This design comes from an exercise in tuning for small area and a short achievable clock period on the open sky130 flow, not from production work. At most, simulation tests tie the RTL to the original design; equivalence was not proved. Power figures rest on the tool's default switching activity, not on a simulated workload.

Setup of run A:
Design sparc_exu_alu, start of the top module:
module sparc_exu_alu
(
   alu_byp_rd_data_e, exu_ifu_brpc_e, exu_lsu_ldst_va_e,
   exu_lsu_early_va_e, exu_mmu_early_va_e, alu_ecl_add_n64_e,
   alu_ecl_add_n32_e, alu_ecl_log_n64_e, alu_ecl_log_n32_e,
   alu_ecl_zhigh_e, alu_ecl_zlow_e, exu_ifu_regz_e,
   alu_ecl_adderin2_63_e, alu_ecl_adderin2_31_e,
   alu_ecl_adder_out_63_e, alu_ecl_cout32_e, alu_ecl_cout64_e_l,
   alu_ecl_mem_addr_invalid_e_l,
   cen, rclk, byp_alu_rs1_data_e, byp_alu_rs2_data_e_l,
   byp_alu_rs3_data_e, byp_alu_rcc_data_e, ecl_alu_cin_e,
   ifu_exu_invert_d, ecl_alu_log_sel_and_e, ecl_alu_log_sel_or_e,
   ecl_alu_log_sel_xor_e, ecl_alu_log_sel_move_e,
   ecl_alu_out_sel_sum_e_l, ecl_alu_out_sel_rs3_e_l,
   ecl_alu_out_sel_shift_e_l, ecl_alu_out_sel_logic_e_l,
   shft_alu_shift_out_e, ecl_alu_sethi_inst_e, ifu_lsu_casa_e
   );
==> flow/config.mk <==
export PLATFORM = sky130hd
export DESIGN_NAME = sparc_exu_alu
export DESIGN_NICKNAME = sparc_exu_alu
export VERILOG_FILES = /design/flow/design.v
export SDC_FILE = /design/flow/constraint.sdc
export NUM_CORES = 4
export LEC_CHECK = 0
export ABC_AREA = 1
export CAP_MARGIN = 20
export CORE_MARGIN = 2
export CORE_UTILIZATION = 40
export SETUP_SLACK_MARGIN = 3.7
export SLEW_MARGIN = 20
==> flow/constraint.sdc <==
create_clock -name core_clock -period 9.0 [get_ports {rclk}]
set_input_delay 1.8000 -clock core_clock [delete_from_list [all_inputs] [get_ports {rclk}]]
set_output_delay 1.8000 -clock core_clock [all_outputs]
set_load 0.01 [all_outputs]
standard.sh (not shown) runs the stock make flow with config.mk's settings and CLKGATE_MAP_FILE= SYNTH_SCRIPT=/design/flow/synth_recipe.tcl, a recipe that flattens the netlist after the stock synthesis.
==> flow/flow/run.sh <==
#!/bin/bash
# The standard layout (standard.sh), with the smallest buffer (buf_1) on
# every port and these extra ORFS settings: 
set -euo pipefail
export BUFFER_PORTS_ARGS="-buffer_cell sky130_fd_sc_hd__buf_1"
bash standard.sh  finish > standard_flow.log 2>&1
Setup changes, run A to run B
# run A
export LEC_CHECK = 0
export ABC_AREA = 1
export CAP_MARGIN = 20
export CORE_MARGIN = 2
export CORE_UTILIZATION = 40
export SETUP_SLACK_MARGIN = 3.7
export SLEW_MARGIN = 20
create_clock -name core_clock -period 9.0 [get_ports {rclk}]
# run B
export LEC_CHECK = 0
export ABC_AREA = 1
export CAP_MARGIN = 20
export CORE_MARGIN = 2
export CORE_UTILIZATION = 40
export SLEW_MARGIN = 20
create_clock -name core_clock -period 9.0 [get_ports {rclk}]
Results
Run B against run A: final critical-path setup slack fell 0.92 ns, fmax fell 25 MHz. In the tables for run A and run B, post-CTS resize count reads higher with run A.
What run C does differently from run B at the input level:
# run B
export LEC_CHECK = 0
export ABC_AREA = 1
export CAP_MARGIN = 20
export CORE_MARGIN = 2
export CORE_UTILIZATION = 40
export SLEW_MARGIN = 20
create_clock -name core_clock -period 9.0 [get_ports {rclk}]
# run C
export LEC_CHECK = 0
export ABC_AREA = 1
export CAP_MARGIN = 20
export CORE_MARGIN = 2
export CORE_UTILIZATION = 60
export SETUP_SLACK_MARGIN = 3.3
export SLEW_MARGIN = 20
create_clock -name core_clock -period 9.0 [get_ports {rclk}]
## What came out
Run C did not finish; a tool error ended it in 3_2_place_iop. On post-synthesis share of cell area spent on full adders, half adders and majority gates, run B and run C are basically level. As far as number of library cell types mapped by synthesis goes, run B and run C are indistinguishable; the numbers are identical. Looking at starting density of the core, run C sits 20 points higher than run B does.
No run of this note included a check of the RTL's function; only the layout flow was run.

---

Setup of the previous run:
sparc_exu_alu, a different RTL version from the one above (not shown whole).
Size: ~1300 cells after synthesis, ~520 I/O pins.
Settings: LEC_CHECK=0, CAP_MARGIN=20, CORE_MARGIN=2, CORE_UTILIZATION=40, SETUP_SLACK_MARGIN=3.0, SLEW_MARGIN=20, SYNTH_HIERARCHICAL=1; clock period 9.0 ns.
==> flow/flow/run.sh <==
#!/bin/bash
# The standard layout (standard.sh) with two changes:
#  - the smallest buffer (buf_1) on every port;
#  - synthesis maps with ABC script flow/abc.script (in a copy of ORFS's
#    scripts folder, where it replaces abc_speed.script).
# Extra ORFS settings: 
# Each ORFS step writes its full log under orfs/logs/; make's output goes to
# standard_flow.log.
set -euo pipefail
rm -rf scripts_abc
cp -r "$FLOW_HOME/scripts" scripts_abc
cp flow/abc.script scripts_abc/abc_speed.script
export BUFFER_PORTS_ARGS="-buffer_cell sky130_fd_sc_hd__buf_1"
bash standard.sh SCRIPTS_DIR="$PWD/scripts_abc"  finish > standard_flow.log 2>&1
==> flow/flow/abc.script <==
&get -n
&st
&syn2
&dch -f
&nf -p -R 10
&put
buffer -c
topo
stime -c
dnsize -c
diff inputs: the previous run => the current run
Settings: SETUP_SLACK_MARGIN: 3.0 -> 3.4.
==> flow/flow/run.sh <==
#!/bin/bash
# The standard layout (standard.sh), with the smallest buffer (buf_1) on
# every port and these extra ORFS settings: 
set -euo pipefail
export BUFFER_PORTS_ARGS="-buffer_cell sky130_fd_sc_hd__buf_1"
bash standard.sh  finish > standard_flow.log 2>&1
removed: flow/flow/abc.script
### Flow results
[compare] base=the previous run new=the current run: die span in y higher; cell count along the critical path went up.
In the metrics for the previous run and the current run, the one carrying the lower fraction of power spent switching nets is the previous run.
The previous run leaves more setup margin than the current run.

---

v6:
sparc_exu_alu, a different RTL version from the one above (not shown whole).
For scale: about 65 flip-flops.
## sparc_exu_alu
module sparc_exu_alu
(
   alu_byp_rd_data_e, exu_ifu_brpc_e, exu_lsu_ldst_va_e, 
   exu_lsu_early_va_e, exu_mmu_early_va_e, alu_ecl_add_n64_e, 
   alu_ecl_add_n32_e, alu_ecl_log_n64_e, alu_ecl_log_n32_e, 
   alu_ecl_zhigh_e, alu_ecl_zlow_e, exu_ifu_regz_e,
   alu_ecl_adderin2_63_e, alu_ecl_adderin2_31_e, 
   alu_ecl_adder_out_63_e, alu_ecl_cout32_e, alu_ecl_cout64_e_l, 
   alu_ecl_mem_addr_invalid_e_l,
   cen, rclk, byp_alu_rs1_data_e, byp_alu_rs2_data_e_l, 
   byp_alu_rs3_data_e, byp_alu_rcc_data_e, ecl_alu_cin_e, 
   ifu_exu_invert_d, ecl_alu_log_sel_and_e, ecl_alu_log_sel_or_e, 
   ecl_alu_log_sel_xor_e, ecl_alu_log_sel_move_e, 
   ecl_alu_out_sel_sum_e_l, ecl_alu_out_sel_rs3_e_l, 
   ecl_alu_out_sel_shift_e_l, ecl_alu_out_sel_logic_e_l, 
   shft_alu_shift_out_e, ecl_alu_sethi_inst_e, ifu_lsu_casa_e
   );
clock: 9.0 ns
lec_check: 0
cap_margin: 20
core_margin: 2
core_utilization: 40
slew_margin: 20
==> flow/flow/run.sh <==
#!/bin/bash
set -euo pipefail
export BUFFER_PORTS_ARGS="-buffer_cell sky130_fd_sc_hd__buf_1"
bash standard.sh finish > standard_flow.log 2>&1
The following lists how v7 was set up differently from v6:
==> flow/run.sh (new file) <==
#!/bin/bash
# synth_recipe.tcl (not shown) runs the flow's synth.tcl, then flattens the netlist and writes it again
# the make line also repeats each setting of config.mk as NAME=value (left out here)
make -C /OpenROAD-flow-scripts/flow DESIGN_CONFIG=/design/flow/config.mk WORK_HOME=/design/flow/orfs CLKGATE_MAP_FILE= SYNTH_SCRIPT=/design/flow/synth_recipe.tcl finish
removed: flow/flow/run.sh
removed: flow/standard.sh
==> comparison <==
- Relative to v6, power has increased by 0.00029 W in v7.
- Cell count: v7 higher than v6
- Wire length in v7 vs v6: up about 8%
- The register-to-register path setup slack reported for v7 is greater than that of v6 by 400 ps.
- Relative to v6, the met1 usage in global routing of v7 is higher by 1.5 points.
- Sort v6 and v7 by worst setup slack, ascending, and v7 comes first.

re-timing with driven ports:
How much do the figures lean on ideal ports? The routed layouts below were timed once more, with nothing changed but the port constraints. Step 1 sets driving cells, clkbuf_16 on the clock port and buf_2 on the other inputs (assumed; they add their load-dependent delay and slew). Step 2 times the ports against the registers' clock, not the clock port: input delays grow and output delays shrink by t, the midpoint of the rising clock arrivals with the driver on. a / b / c = no drivers / after step 1 / after step 2; a / b = the first two.
run	shift t [ns]	setup WS [ns]	worst setup path after step 2	worst slew at a driven data input, ns	pins driven straight from the clock port
run A	0.386	3.326 / 3.286 / 3.059	input to register	0.22	1
run B	0.388	2.405 / 2.382 / 2.382	input to output	0.15	1
the previous run	0.388	3.083 / 3.062 / 3.062	input to output	0.11	1
the current run	0.388	2.927 / 2.897 / 2.897	input to output	0.11	1
v6	0.392	0.377 / 0.269 / 0.269	input to output	0.12	1
v7	0.399	0.356 / 0.292 / 0.292	input to output	0.13	1
After both steps setup and hold are still met in every run listed. For run A, which loses most, drivers alone change the setup slack by -0.040 ns; drivers and shift together by -0.267 ns.
